This design comes from an exercise in tuning for small area, a short achievable clock period and few clock cycles on the open sky130 flow, not from production work.
Function was checked by simulation only, so behaviour that the tests miss may differ from the original.
The flow treats the clock pin as an ideal source, which a real chip does not have.
No activity file was given, so power comes from the tool's default toggle rates.

== v22 ==
==> flow/design.v (excerpt) <==
module top(
    input clk,
    input rst,
    input [7:0] in_data,
    input in_valid,
    input storage_reset,
    output [11:0] out_data,
    output out_valid,
    output in_rdy,
    output [1:0] err_data,
    output err_valid
);
Settings: LEC_CHECK=0, CAP_MARGIN=20, CORE_MARGIN=2, CORE_UTILIZATION=55, SLEW_MARGIN=20; clock period 100.0 ns.
standard.sh (not shown) runs the stock make flow with config.mk's settings and CLKGATE_MAP_FILE= SYNTH_SCRIPT=/design/flow/synth_recipe.tcl, a recipe that flattens the netlist after the stock synthesis.
==> flow/flow/run.sh <==
#!/bin/bash
# The standard layout (the standard.sh) with these changes:
#  1. after the standard synthesis, flow/fa_polarity.py flips full-adder
#     cells (all inputs and outputs complemented, same function) to remove
#     inverters, and flow/remap.tcl re-maps the remaining combinational
#     logic for area with ABC's area mapper (flip-flops and full adders kept).
#     A netlist is used only if Yosys proves it equivalent to the standard
#     netlist (flow/equiv.ys); otherwise the previous one is kept;
#  2. plain buf_1 cells as the port buffers;
#  3. a one-level clock tree built by flow/clock_tree.tcl before CTS
#     (3 clkbuf_16, each driving a third of the flip-flops) instead of
#     TritonCTS's H-tree.
# Each tool's output goes to its own log file in this folder.
set -u
export FLOW_CLK_CELL=sky130_fd_sc_hd__clkbuf_16
RES=orfs/results/sky130hd/top/base
bash standard.sh synth > synth.log 2>&1 || exit 1
cp $RES/1_2_yosys.v 1_2_yosys.std.v
use=1_2_yosys.std.v
proven() {  # proven NETLIST LOG
  cp "$1" gate.v
  yosys -l "$2" -q flow/equiv.ys > /dev/null 2>&1 && grep -q "Equivalence successfully proven" "$2"
}
if python3 flow/fa_polarity.py --free-logic 1_2_yosys.std.v 1_2_yosys.fa.v > fa_polarity.log 2>&1 &&
   proven 1_2_yosys.fa.v equiv_fa.log; then
  use=1_2_yosys.fa.v
  if yosys -l remap.log -q -c flow/remap.tcl > /dev/null 2>&1 &&
     proven 1_2_yosys.remap.v equiv_remap.log; then
    use=1_2_yosys.remap.v
  fi
fi
echo "netlist used: $use" > netlist_used.log
if [ "$use" != 1_2_yosys.std.v ]; then
  cp $use $RES/1_2_yosys.v
  rm -f $RES/1_synth.odb $RES/1_synth.sdc
fi
bash standard.sh BUFFER_PORTS_ARGS="-buffer_cell sky130_fd_sc_hd__buf_1" \
  PRE_CTS_TCL="$PWD/flow/clock_tree.tcl" finish > standard.log 2>&1
==> flow/flow/remap.tcl <==
# Yosys: re-map the combinational logic of the (full-adder polarity) netlist
# 1_2_yosys.fa.v for area with ABC's area mapper. Flip-flops and full adders
# stay as they are (same instances and names); every other cell is
# expanded to its function and mapped again. Writes 1_2_yosys.remap.v.
set lib $::env(FLOW_HOME)/platforms/sky130hd/lib/sky130_fd_sc_hd__tt_025C_1v80.lib
set dont_use {}
set f [open $lib r]
set txt [read $f]
close $f
foreach {m c} [regexp -all -inline {cell\s*\(\s*"?(sky130_fd_sc_hd__\w+)"?\s*\)} $txt] {
  if {[string match *lpflow* $c] || [string match *probe* $c] ||
      [string match sky130_fd_sc_hd__clk* $c] || [string match sky130_fd_sc_hd__dly* $c]} {
    lappend dont_use -dont_use $c
  }
}
yosys read_liberty -ignore_miss_func $lib
yosys read_verilog 1_2_yosys.fa.v
yosys hierarchy -top top
yosys setattr -mod -set keep_hierarchy 1 sky130_fd_sc_hd__fa_1 sky130_fd_sc_hd__df*
yosys flatten
yosys rename -hide w:*.*
yosys opt_clean -purge
yosys abc -liberty $lib {*}$dont_use -script "+strash;dc2;dch,-f;amap;topo"
yosys opt_clean -purge
yosys hilomap -hicell sky130_fd_sc_hd__conb_1 HI -locell sky130_fd_sc_hd__conb_1 LO
yosys splitnets
yosys opt_clean -purge
yosys stat -liberty $lib
yosys select top
yosys write_verilog -noattr -noexpr -nohex -nodec -selected 1_2_yosys.remap.v
Other scripts of this flow, unchanged in this note and not shown: flow/flow/clock_tree.tcl, flow/flow/equiv.ys, flow/flow/fa_polarity.py
Testbench counts of v22, summed over its fixed seeds: cycles 9,702.
## Diff of input files: v8 against v22
# v22
export LEC_CHECK = 0
export CAP_MARGIN = 20
export CORE_MARGIN = 2
export CORE_UTILIZATION = 55
export SLEW_MARGIN = 20
create_clock -name core_clock -period 100.0 [get_ports {clk}]
# v8
export LEC_CHECK = 0
export CAP_MARGIN = 20
export CORE_MARGIN = 2
export CORE_UTILIZATION = 40
export SLEW_MARGIN = 20
create_clock -name core_clock -period 100.0 [get_ports {clk}]
diff --git a/flow/flow/remap.tcl b/flow/flow/remap.tcl
--- a/flow/flow/remap.tcl
+++ b/flow/flow/remap.tcl
@@ -23 +23 @@
-yosys abc -liberty $lib {*}$dont_use -script "+strash;dc2;dch,-f;amap;topo"
+yosys abc -liberty $lib {*}$dont_use -script "+strash;dch,-f;amap,-m;topo"
Results
Compared with v22, v8 shows a wire length that is 230 µm higher. The setup slack of v8 and that of v22 are within noise of each other. v22 -> v8: power per cell area decreased slightly. v8 against v22: count of antenna-violating nets left after detailed routing about even, detailed placement HPWL moved up.
For v45, these inputs were changed with respect to v8:
# v8
export LEC_CHECK = 0
export CAP_MARGIN = 20
export CORE_MARGIN = 2
export CORE_UTILIZATION = 40
export SLEW_MARGIN = 20
create_clock -name core_clock -period 100.0 [get_ports {clk}]
# v45
export LEC_CHECK = 0
export CAP_MARGIN = 0
export CORE_MARGIN = 2
export CORE_UTILIZATION = 40
export SLEW_MARGIN = 0
create_clock -name core_clock -period 100.0 [get_ports {clk}]
diff --git a/flow/flow/remap.tcl b/flow/flow/remap.tcl
--- a/flow/flow/remap.tcl
+++ b/flow/flow/remap.tcl
@@ -23 +23 @@
-yosys abc -liberty $lib {*}$dont_use -script "+strash;dch,-f;amap,-m;topo"
+yosys abc -liberty $lib {*}$dont_use -script "+strash;dc2;dch,-f;amap;topo"
[summary]
[compare] base=v8 new=v45: initial core utilization has remained practically unchanged; total chip power has decreased; cell area closely matched the old numbers; wire length of the first global-routing pass lost 3.4%; sequential share of layout area was more or less identical.
Compared to v8, v45 has routing usage on met2 0.24 points higher.
Compared with v8, in v45 worst-case setup margin in the final layout decreased by 0.0056 ns relative to the old numbers, via count of the routed design now larger.
Modified inputs, v51 compared to v45
# v45
export LEC_CHECK = 0
export CAP_MARGIN = 0
export CORE_MARGIN = 2
export CORE_UTILIZATION = 40
export SLEW_MARGIN = 0
create_clock -name core_clock -period 100.0 [get_ports {clk}]
# v51
export LEC_CHECK = 0
export CAP_MARGIN = 20
export CORE_MARGIN = 2
export CORE_UTILIZATION = 40
export SLEW_MARGIN = 20
create_clock -name core_clock -period 100.0 [get_ports {clk}]
diff --git a/flow/flow/remap.tcl b/flow/flow/remap.tcl
--- a/flow/flow/remap.tcl
+++ b/flow/flow/remap.tcl
@@ -23 +23 @@
-yosys abc -liberty $lib {*}$dont_use -script "+strash;dc2;dch,-f;amap;topo"
+yosys abc -liberty $lib {*}$dont_use -script "+strash;ifraig;dch,-f;amap;topo"
Results
On synthesized area, v45 and v51 are basically level. Diff v45 and v51: clock network fraction of design power lower in v45. v51 against v45: design area did not really move, first-pass GRT wire length went up. In terms of final period utilization, v51 and v45 differ only marginally. Global-route usage was higher in the run labelled v51. Of the two values seen for launch point of the critical path, F[6] was produced by v51 and F[7] by v45. As far as maximum frequency is concerned, v45 and v51 perform about the same. Diff v51..v45 | routed length on met2 | negligible. Final-stage net count: v51 < v45.

* * *

top, a different RTL version from the one above (not shown whole).
Size in the first run: ~540 cells after synthesis, roughly 84 flip-flops, roughly 29 I/O pins, roughly 0.0054 sq mm of cells after synthesis.
==> flow/config.mk <==
export PLATFORM = sky130hd
export DESIGN_NAME = top
export DESIGN_NICKNAME = top
export VERILOG_FILES = /design/flow/design.v
export SDC_FILE = /design/flow/constraint.sdc
export NUM_CORES = 4
export LEC_CHECK = 0
export CAP_MARGIN = 20
export CORE_MARGIN = 2
export CORE_UTILIZATION = 40
export SLEW_MARGIN = 20
==> flow/constraint.sdc <==
create_clock -name core_clock -period 100.0 [get_ports {clk}]
set_input_delay 20.0000 -clock core_clock [delete_from_list [all_inputs] [get_ports {clk}]]
set_output_delay 20.0000 -clock core_clock [all_outputs]
set_load 0.01 [all_outputs]
==> flow/flow/run.sh <==
#!/bin/bash
# Standard layout with plain port buffers and a small clock tree without dummy loads.
bash standard.sh BUFFER_PORTS_ARGS="-buffer_cell sky130_fd_sc_hd__buf_1" \
  CTS_ARGS="-sink_clustering_enable -repair_clock_nets -dont_use_dummy_load -sink_clustering_size 100 -sink_clustering_max_diameter 1000 -buf_list sky130_fd_sc_hd__clkbuf_8 -root_buf sky130_fd_sc_hd__clkbuf_16" \
  finish > standard.log 2>&1
The baseline finished with timing, DRC and antenna clean.
Testbench counts at the start, summed over its fixed seeds: cycles 9,702.
Next try:
==> flow/flow/run.sh (replaced) <==
#!/bin/bash
# Standard layout, with plain buffers (buf_2) on the ports.
bash standard.sh BUFFER_PORTS_ARGS="-buffer_cell sky130_fd_sc_hd__buf_2" finish > standard.log 2>&1
- CTS_BUF_LIST: not set -> sky130_fd_sc_hd__clkbuf_8
- CTS_CLUSTER_DIAMETER: not set -> 200
- CTS_CLUSTER_SIZE: not set -> 50
Hold slack gets better by 0.013 ns.
Utilization is about the same.
Power drops by 1.4%.
Die area is unchanged.
Setup slack gets worse by 0.040 ns.
Combinational power rises by about 1%.
Routed wire length went down by 1.0%.
Final area is about the same.
Non-clock buffer count does not change.
Global-route usage is lower by 0.49 points.
Clock-buffer cell count rose by 1.
Next try:
==> flow/run.sh (new file) <==
#!/bin/bash
# synth_recipe.tcl (not shown) runs the flow's synth.tcl, then flattens the netlist and writes it again
# the make line also repeats each setting of config.mk as NAME=value (left out here)
make -C /OpenROAD-flow-scripts/flow DESIGN_CONFIG=/design/flow/config.mk WORK_HOME=/design/flow/orfs CLKGATE_MAP_FILE= SYNTH_SCRIPT=/design/flow/synth_recipe.tcl finish
removed: flow/flow/run.sh
removed: flow/standard.sh
Cell count stays the same; combinational power grows by 3.7%; routed wire length increases by 1.0%; via count went up by 0.94%; synthesized area stays the same; global-route usage rose by 0.37 points; total power barely changes; worst setup slack gets worse by 0.41 ns.
Next try:
==> flow/flow/run.sh (new file) <==
#!/bin/bash
# Standard layout, with plain buffers (buf_1) on the ports.
bash standard.sh BUFFER_PORTS_ARGS="-buffer_cell sky130_fd_sc_hd__buf_1" finish > standard.log 2>&1
==> flow/standard.sh (new file) <==
#!/bin/bash
# synth_recipe.tcl (not shown) runs the flow's synth.tcl, then flattens the netlist and writes it again
# the make line also repeats each setting of config.mk as NAME=value (left out here)
make -C /OpenROAD-flow-scripts/flow DESIGN_CONFIG=/design/flow/config.mk WORK_HOME=/design/flow/orfs CLKGATE_MAP_FILE= SYNTH_SCRIPT=/design/flow/synth_recipe.tcl "${@:-finish}"
removed: flow/run.sh
Die area does not change.
Via count goes down slightly.
Wire length is about the same.
Worst setup slack improved by 0.39 ns.
Worst hold slack improved by 0.0042 ns.
Final cell count is unchanged.

* * *

top, a different RTL version from the one above (not shown whole).
Size: about 490 cells after synthesis, ~29 I/O pins.
clock: 100.0 ns
lec_check: 0
cap_margin: 20
core_margin: 2
core_utilization: 65
slew_margin: 20
==> flow/flow/run.sh <==
#!/bin/bash
# The standard layout (the standard.sh) with three changes:
#  1. after the standard synthesis, flow/fa_polarity.py flips full-adder
#     cells (all inputs and outputs complemented, same function) to remove
#     inverters; the result is used only if Yosys proves it equivalent to
#     the standard netlist (flow/fa_equiv.ys);
#  2. plain buf_1 cells as the port buffers;
#  3. a one-level clock tree built by flow/clock_tree.tcl before CTS
#     (4 clkbuf_16, each driving a quarter of the flip-flops) instead of TritonCTS's H-tree.
# Each tool's output goes to its own log file in this folder.
set -u

export FLOW_CLK_CELL=sky130_fd_sc_hd__clkbuf_16
RES=orfs/results/sky130hd/top/base
bash standard.sh synth > synth.log 2>&1 || exit 1
cp $RES/1_2_yosys.v 1_2_yosys.std.v
if python3 flow/fa_polarity.py 1_2_yosys.std.v 1_2_yosys.fa.v > fa_polarity.log 2>&1 &&
   yosys -l fa_equiv.log -q flow/fa_equiv.ys > /dev/null 2>&1 &&
   grep -q "Equivalence successfully proven" fa_equiv.log; then
  echo "using the full-adder polarity netlist" >> fa_polarity.log
  cp 1_2_yosys.fa.v $RES/1_2_yosys.v
  rm -f $RES/1_synth.odb $RES/1_synth.sdc
else
  echo "keeping the standard netlist" >> fa_polarity.log
fi
bash standard.sh BUFFER_PORTS_ARGS="-buffer_cell sky130_fd_sc_hd__buf_1" \
  PRE_CTS_TCL="$PWD/flow/clock_tree.tcl" finish > standard.log 2>&1
==> flow/flow/clock_tree.tcl <==
# PRE_CTS hook: a one-level clock tree. The clock port drives four clock
# buffers; each drives one quarter of the flip-flops (split at the median x,
# then each half at its median y), placed at the quarter's centre. TritonCTS
# then finds the clock net already buffered and leaves it alone.
proc my_clock_tree {cell} {
  set block [ord::get_db_block]
  set net [$block findNet clk]
  set pts {}
  foreach it [$net getITerms] {
    set b [[$it getInst] getBBox]
    lappend pts [list $it [expr {([$b xMin]+[$b xMax])/2.0}] [expr {([$b yMin]+[$b yMax])/2.0}]]
  }
  set pts [lsort -real -index 1 $pts]
  set h [expr {[llength $pts] / 2}]
  set groups {}
  foreach half [list [lrange $pts 0 [expr {$h - 1}]] [lrange $pts $h end]] {
    set half [lsort -real -index 2 $half]
    set q [expr {[llength $half] / 2}]
    lappend groups [lrange $half 0 [expr {$q - 1}]] [lrange $half $q end]
  }
  set dbu [$block getDbUnitsPerMicron]
  set k 0
  foreach g $groups {
    set pins {}
    set sx 0; set sy 0
    foreach p $g {
      set it [lindex $p 0]
      lappend pins [get_pins "[[$it getInst] getName]/[[$it getMTerm] getName]"]
      set sx [expr {$sx + [lindex $p 1]}]; set sy [expr {$sy + [lindex $p 2]}]
    }
    set n [llength $g]
    insert_buffer -buffer_cell $cell -net clk -load_pins $pins \
      -location [list [expr {$sx / $n / $dbu}] [expr {$sy / $n / $dbu}]]
    puts "clock buffer $k: $n flip-flops"
    incr k
  }
}
my_clock_tree $::env(FLOW_CLK_CELL)
Other scripts of this flow, unchanged in this note and not shown: flow/flow/fa_equiv.ys, flow/flow/fa_polarity.py
Testbench counts at the start, summed over its fixed seeds: cycles 9,702.
Rerun with:
CORE_UTILIZATION = 40   (was 65)
=> Hold slack improves by 9.2 ps. Clock skew is about the same. Setup slack is about the same. Power goes down by 0.58%. Die area is higher by 60%. Maximum frequency is about the same.
Rerun with:
--- a/flow/flow/run.sh
+++ b/flow/flow/run.sh
@@ -9,0 +10 @@
+#  4. flip-flops that drive output ports get drive strength 2.
--- a/flow/flow/clock_tree.tcl
+++ b/flow/flow/clock_tree.tcl
@@ -1,4 +1,26 @@
-# PRE_CTS hook: a one-level clock tree. The clock port drives four clock
-# buffers; each drives one quarter of the flip-flops (split at the median x,
-# then each half at its median y), placed at the quarter's centre. TritonCTS
-# then finds the clock net already buffered and leaves it alone.
+# PRE_CTS hook.
+# 1. Flip-flops that drive an output port (through its port buffer) get the
+#    next drive strength (the output stage only; same cell function).
+# 2. A one-level clock tree: the clock port drives four clock buffers; each
+#    drives one quarter of the flip-flops (split at the median x, then each
+#    half at its median y), placed at the quarter's centre. TritonCTS then
+#    finds the clock net already buffered and leaves it alone.
+proc my_size_output_flops {} {
+  set block [ord::get_db_block]
+  foreach bt [$block getBTerms] {
+    if {[$bt getIoType] ne "OUTPUT"} continue
+    foreach it [[$bt getNet] getITerms] {
+      if {![$it isOutputSignal]} continue
+      set buf [$it getInst]
+      set a [$buf findITerm A]
+      if {$a eq "NULL" || [$a getNet] eq "NULL"} continue
+      foreach d [[$a getNet] getITerms] {
+        if {![$d isOutputSignal]} continue
+        set ff [$d getInst]
+        if {[regexp {^(sky130_fd_sc_hd__df[a-z]+)_1$} [[$ff getMaster] getName] -> base]} {
+          replace_cell [$ff getName] ${base}_2
+        }
+      }
+    }
+  }
+}
@@ -37,0 +60 @@
+my_size_output_flops
What happened:
- total power increases by about 0.46%
- clock skew stays flat
- fmax climbs by about 0.44%
- area after synthesis does not change
- clock power stays flat

## what the ideal ports hide
In the flow no input, the clock included, has a driving cell. The finished layouts below were timed again as built, in two steps. Step 1 (the two cells are an assumption about what drives the block):
set clk [get_ports {clk}]
set_driving_cell -lib_cell sky130_fd_sc_hd__clkbuf_16 $clk
set_driving_cell -lib_cell sky130_fd_sc_hd__buf_2 [delete_from_list [all_inputs] $clk]
Step 2 also shifts input and output timing later by t, the mid clock arrival at the registers, as if the neighbouring blocks saw the same clock. Slacks: no drivers / after step 1 / after step 2; pairs: no drivers / after step 1.
run	t (ns)	slack for setup (ns)	slew at the worst register clock pin (ns)	worst data-port slew with drivers (ns)	cell pins on the clock port's net
v22	0.226	79.202 / 79.140 / 79.366	0.11 / 0.11	0.04	3
v8	0.229	79.202 / 79.139 / 79.368	0.11 / 0.11	0.04	3
v45	0.230	79.196 / 79.132 / 79.363	0.11 / 0.11	0.03	3
v51	0.231	79.189 / 79.127 / 79.358	0.11 / 0.11	0.03	3
the first run of note 2	0.369	78.969 / 78.934 / 79.085	0.06 / 0.06	0.03	1
the second run of note 2	0.402	78.929 / 78.897 / 79.139	0.09 / 0.09	0.03	1
the third run of note 2	0.407	78.523 / 78.490 / 78.692	0.09 / 0.09	0.03	1
the fourth run of note 2	0.402	78.913 / 78.881 / 79.090	0.09 / 0.09	0.03	1
the first run of note 3	0.228	79.168 / 79.089 / 79.317	0.09 / 0.09	0.03	4
the second run of note 3	0.226	79.169 / 79.090 / 79.287	0.09 / 0.09	0.03	4
the third run of note 3	0.227	79.260 / 79.182 / 79.234	0.09 / 0.09	0.03	4
After both steps every run listed still meets setup and hold. For the third run of note 3, which loses most, drivers alone change the setup slack by -0.078 ns; drivers and shift together by -0.026 ns. The worst setup slack also covers recovery checks on asynchronous resets.
